Background: an optimization exercise with open tools, aiming at small area, a short achievable clock period and few clock cycles per item. Do not read the settings as production practice.
In this exercise RTL edits were held to simulation tests only and were not proved equivalent to the original.

==> flow/design.v (outline; a module is shown in full before it is edited, if it fits) <==
// module EC_TOP: 50 lines
// module EC_COMB: 18060 lines
module EC_TOP(
    clk, rst_n, in_valid,
    in_Px, in_Py, in_Qx, in_Qy, in_prime, in_a,
    out_valid, out_Rx, out_Ry
);
  // ...
==> flow/run.sh <==
#!/bin/bash
# synth_recipe.tcl (not shown) runs the flow's synth.tcl, then flattens the netlist and writes it again
# the make line also repeats each setting of config.mk as NAME=value (left out here)
make -C /OpenROAD-flow-scripts/flow DESIGN_CONFIG=/design/flow/config.mk WORK_HOME=/design/flow/orfs CLKGATE_MAP_FILE= SYNTH_SCRIPT=/design/flow/synth_recipe.tcl finish
==> flow/config.mk <==
export PLATFORM = sky130hd
export DESIGN_NAME = EC_TOP
export DESIGN_NICKNAME = EC_TOP
export VERILOG_FILES = /design/flow/design.v
export SDC_FILE = /design/flow/constraint.sdc
export NUM_CORES = 4
export LEC_CHECK = 0
export ABC_AREA = 1
export CAP_MARGIN = 20
export CORE_MARGIN = 2
export CORE_UTILIZATION = 40
export SLEW_MARGIN = 20
==> flow/constraint.sdc <==
create_clock -name core_clock -period 90.0 [get_ports {clk}]
set_input_delay 18.0000 -clock core_clock [delete_from_list [all_inputs] [get_ports {clk}]]
set_output_delay 18.0000 -clock core_clock [all_outputs]
set_load 0.01 [all_outputs]
==> load_flow_metrics.sql, run 1 <==
INSERT INTO impl_metrics (metric_group, metric, value, unit) VALUES
('grt', 'number_of_antenna_violations_at_the_first_check_in_global_routing', '0', ''),
('clock_tree', 'cts_repair_resize_count', '0', ''),
('placed_design', 'placed_cell_area', '16100', 'sq um'),
('drt', 'met3_wirelength', '4.35', 'mm'),
('cells_and_area', 'area_growth', '9.10', '%'),
('yosys', 'main_combinational_cell_family_by_area_after_synthesis', 'simple AND/OR/NAND/NOR gates', ''),
('yosys', 'synth_top_cells_by_area', 'nand2_1 14%, ha_1 12%, inv_1 11%', ''),
('grt', 'use_met3', '0.0455', ''),
('drt', 'detailedRoute.firstIterationViolations', '1649', ''),
('floorplan', 'placement_rows', '71', ''),
('yosys', 'synth_top_area_share', '0.136', ''),
('yosys', 'synth_area', '15100', 'sq um'),
('job', 'max_cap_viol_count', '0', ''),
('cells_and_area', 'final_common_cell', 'nand2_1', ''),
('placed_design', 'dp.final_hpwl', '49.7', 'mm'),
('outcome', 'run_status', 'timing/DRC/antenna clean', ''),
('yosys', 'synthXorXnorAreaFrac', '0.0343', ''),
('clock_tree', 'cts.reportedPaths.clkPinSlew', '50', 'ps'),
('cells_and_area', 'nNetsFinal', '2731', ''),
('min_path', 'worstHoldEndpoint', 'v2', ''),
('worst_setup_path', 'r2r_cells', '159', ''),
('grt', 'grt.overflow.total', '0', ''),
('worst_setup_path', 'worst_r2r_startpoint', 'p[0]', ''),
('floorplan', 'die_area', '39200', 'sq um'),
('drt', 'drc_errors', '0', ''),
('timing', 'post-route-min-period', '27850', 'ps'),
('cells_and_area', 'final-seq-area', '1580', 'sq um'),
('timing', 'clock_skew', '16.7', 'ps'),
('worst_setup_path', 'critical_path_class', 'register to register', ''),
('placed_design', 'number_of_buffers_added_on_ports', '51', ''),
('yosys', 'synth.distinct_cells', '69', ''),
('cells_and_area', 'insertedDiodeCount', '0', ''),
('worst_setup_path', 'critical-path-max-stage-delay', '650', 'ps');
Testbench counts, summed over its fixed seeds: cycles 9,600, items 3,200.
==> run 2: changes to the inputs <==
--- a/flow/config.mk
+++ b/flow/config.mk
@@ -6,5 +6,4 @@
 export NUM_CORES = 4
 export LEC_CHECK = 0
-export ABC_AREA = 1
 export CAP_MARGIN = 20
 export CORE_MARGIN = 2
==> load_flow_metrics.sql, run 2 <==
INSERT INTO impl_metrics (metric_group, metric, value, unit) VALUES
('grt', 'grt_first_pass_wirelength', '109', 'mm'),
('floorplan', 'placement_rows', '75', ''),
('cells_and_area', 'area_growth', '7.29', '%'),
('worst_setup_path', 'critical-path-max-stage-delay', '740', 'ps'),
('worst_setup_path', 'crit_path_start_kind', 'register', ''),
('drt', 'detailedRoute.firstIterationViolations', '2703', ''),
('drt', 'drt_pre_antenna_iters', '9', ''),
('yosys', 'synth_top_cell_by_area', 'ha_1', ''),
('worst_setup_path', 'crit_path_end_kind', 'register', ''),
('worst_setup_path', 'crit_family', 'adder cells', ''),
('clock_tree', 'cts_repair_resize_count', '0', ''),
('drt', 'via_per_inst', '6.70', ''),
('timing', 'post-route-min-period', '34500', 'ps'),
('grt', 'number_of_antenna_violations_at_the_first_check_in_global_routing', '0', ''),
('cells_and_area', 'insertedDiodeCount', '0', ''),
('yosys', 'synth-edff-count', '36', ''),
('yosys', 'async_reset_ff_frac', '0.263', ''),
('worst_setup_path', 'worst-endpoint-required', '90220', 'ps'),
('yosys', 'postSynthNetCount', '2596', ''),
('clock_tree', 'cts_inserted_buffers', '9', ''),
('clock_tree', 'h-tree-depth', '3', ''),
('grt', 'grt_util_all_layers', '0.315', ''),
('floorplan', 'die_area', '44400', 'sq um'),
('cells_and_area', 'final_cells', '2855', ''),
('worst_setup_path', 'worstPathArrival', '34720', 'ps'),
('worst_setup_path', 'crit_path_top_delay_cell', 'o311ai_0', ''),
('clock_tree', 'ctsRootBufferMaster', 'clkbuf_16', ''),
('clock_tree', 'post_cts_hold_buffer_count', '0', ''),
('min_path', 'hp-class', 'register to register', ''),
('clock_tree', 'cts.reportedPaths.clkPinSlew', '50', 'ps'),
('placed_design', 'finalWeightedCongestion', '1.03', ''),
('drt', 'wl', '70.9', 'mm'),
('drt', 'avgRoutedWirePerCell', '24.8', 'microns'),
('floorplan', 'die-height', '211', 'microns'),
('cells_and_area', 'fillCellCount', '4306', ''),
('placed_design', 'placedCellCount', '2839', ''),
('cells_and_area', 'share_of_final_layout_standard_cells_stronger_than_drive_strength_1', '0.0708', ''),
('yosys', 'synth.distinct_cells', '117', ''),
('yosys', 'synth_top_area_share', '0.106', ''),
('clock_tree', 'clock_tree_from_tritoncts', 'done', ''),
('floorplan', 'initial_core_util', '0.406', ''),
('timing', 'report.final.slew_viol_count', '0', ''),
('yosys', 'syn_inst', '2339', ''),
('yosys', 'synth_commonest_cells', '241 x nor2_1, 226 x nand2_1, 173 x inv_1', ''),
('timing', 'timing_worst_slew_pin_value', '1050', 'ps'),
('yosys', 'syn_avg_cell_area', '7.30', 'sq um'),
('cells_and_area', 'final-seq-area', '1580', 'sq um'),
('timing', 'finalCritPeriodShare', '0.383', ''),
('outcome', 'run_status', 'timing/DRC/antenna clean', ''),
('drt', 'drc_errors', '0', ''),
('timing', 'clock_skew', '16.7', 'ps'),
('grt', 'first_global_vias', '18639', ''),
('cells_and_area', 'multi_input_area', '14200', 'sq um'),
('timing', 'relSlewSlack', '0.295', ''),
('timing', 'grt_setup_unrepaired', 'no', ''),
('timing', 'maxClockFrequency', '29.0', 'MHz'),
('floorplan', 'io_pins', '52', ''),
('grt', 'grt_start_max_net_pins', '58', ''),
('grt', 'grt.overflow.total', '0', ''),
('worst_setup_path', 'worst_path_most_repeated_cell', 'fa_1', ''),
('clock_tree', 'post_cts.repair.setup_buffers', '0', ''),
('cells_and_area', 'final_common_cell', 'nor2_1', ''),
('yosys', 'synth_area', '17100', 'sq um'),
('yosys', 'ys_seq_elements', '57', ''),
('drt', 'antenna_left', '0', ''),
('placed_design', 'dp.final_hpwl', '52.7', 'mm'),
('worst_setup_path', 'worst-path-max-fanout', '57', ''),
('yosys', 'synth_top_cells_by_area', 'ha_1 11%, fa_1 8.6%, edfxtp_1 6.3%', ''),
('floorplan', 'die_w', '211', 'microns'),
('floorplan', 'core-area', '42000', 'sq um'),
('placed_design', 'number_of_buffers_added_on_ports', '51', ''),
('cells_and_area', 'mostFrequentLayoutCells', '240 x nor2_1, 226 x nand2_1, 173 x inv_1', ''),
('job', 'max_cap_viol_count', '0', ''),
('yosys', 'seq_area_frac_synth', '0.0923', ''),
('clock_tree', 'clock_tree.buffer_depth', '2', ''),
('worst_setup_path', 'buffers_plus_inverters_on_the_worst_setup_path', '21', ''),
('clock_tree', 'clock_sink_count', '57', ''),
('yosys', 'warnings_synthesis', '1', ''),
('drt', 'routed-via-count', '19128', ''),
('worst_setup_path', 'critical_path_class', 'register to register', ''),
('clock_tree', 'insertion_delay', '340', 'ps'),
('yosys', 'synth_ff_type', 'edfxtp_1', ''),
('timing', 'setup_tns_final', '0', 'ps'),
('timing', 'setup-violations-final', '0', ''),
('timing', 'report.final.hold_viol_count', '0', ''),
('cells_and_area', 'nNetsFinal', '2568', ''),
('yosys', 'synth.most_common_cell', 'nor2_1', '');
==> run 2: metrics by stage <==
step                      utilization  hold WS [ps]  cell area (sq um)  setup slack, ps
after floorplan                     -           331              17100            58980
after global placement          0.428           337              18000            56670
after detailed placement        0.428           339              18000            55900
after CTS                       0.436           351              18300            55850
after global routing            0.436           363              18300            53140
final                           0.436           348              18300            55500
==> run 2: final timing paths <==
kind / start / endpoint / slack [ps] / depth (start not counted)
worst min-delay path: v1 / v2 / 350 / 0
max in group asynchronous: rst_n / out_Rx[2] / 71380 / 1
worst min register to register: v1 / v2 / 350 / 0
worst max register to register: p[1] / s[3] / 55500 / 142
min in group asynchronous: rst_n / out_Ry[1] / 18110 / 1
worst max-delay path: p[1] / s[3] / 55500 / 142
==> run 2: cell families after synthesis <==
logic type / Yosys count / synth area share
AND/OR/NAND/NOR: 934 / 0.267
AO/OA/AOI/OAI: 612 / 0.256
buffers and inverters: 313 / 0.0767
adder cells (fa/ha/maj): 239 / 0.204
XOR/XNOR: 115 / 0.0602
multiplexers: 69 / 0.0428
flip-flops: 57 / 0.0923
==> run 2: cell type report <==
class	instances	area share
Multi-Input combinational cell	1969	0.776
Sequential cell	57	0.0860
Timing Repair Buffer	97	0.0464
Tap cell	539	0.0368
Inverter	177	0.0363
Clock buffer	13	0.0160
Clock inverter	3	0.00232
==> run 2: layer usage <==
layer | share of wire | global-route usage | vias up | wire, microns
li1 | - | - | 8552 | -
met1 | 0.41 | 0.414 | 9126 | 29000
met2 | 0.44 | 0.505 | 1203 | 31500
met3 | 0.099 | 0.0590 | 247 | 7010
met4 | 0.047 | 0.136 | 0 | 3370
met5 | 0 | 0 | - | 0

==> afterwards: timing with drivers on the ports <==
How much do the figures lean on ideal ports? The routed layouts below were timed once more, with nothing changed but the port constraints.
Step 1 (the two cells are an assumption about what drives the block):
set clk [get_ports {clk}]
set_driving_cell -lib_cell sky130_fd_sc_hd__clkbuf_16 $clk
set_driving_cell -lib_cell sky130_fd_sc_hd__buf_2 [delete_from_list [all_inputs] $clk]
Step 2 also shifts input and output timing later by t, the mid clock arrival at the registers, as if the neighbouring blocks saw the same clock.
Slacks: ideal / step 1 / step 2; pairs: ideal / step 1.
run | t (ns) | setup WS [ns] | worst data-port slew with drivers (ns)
run 1 | 0.391 | 62.150 / 62.150 / 62.150 | 0.05
run 2 | 0.384 | 55.497 / 55.497 / 55.497 | 0.06
After both steps every run listed still meets setup and hold.
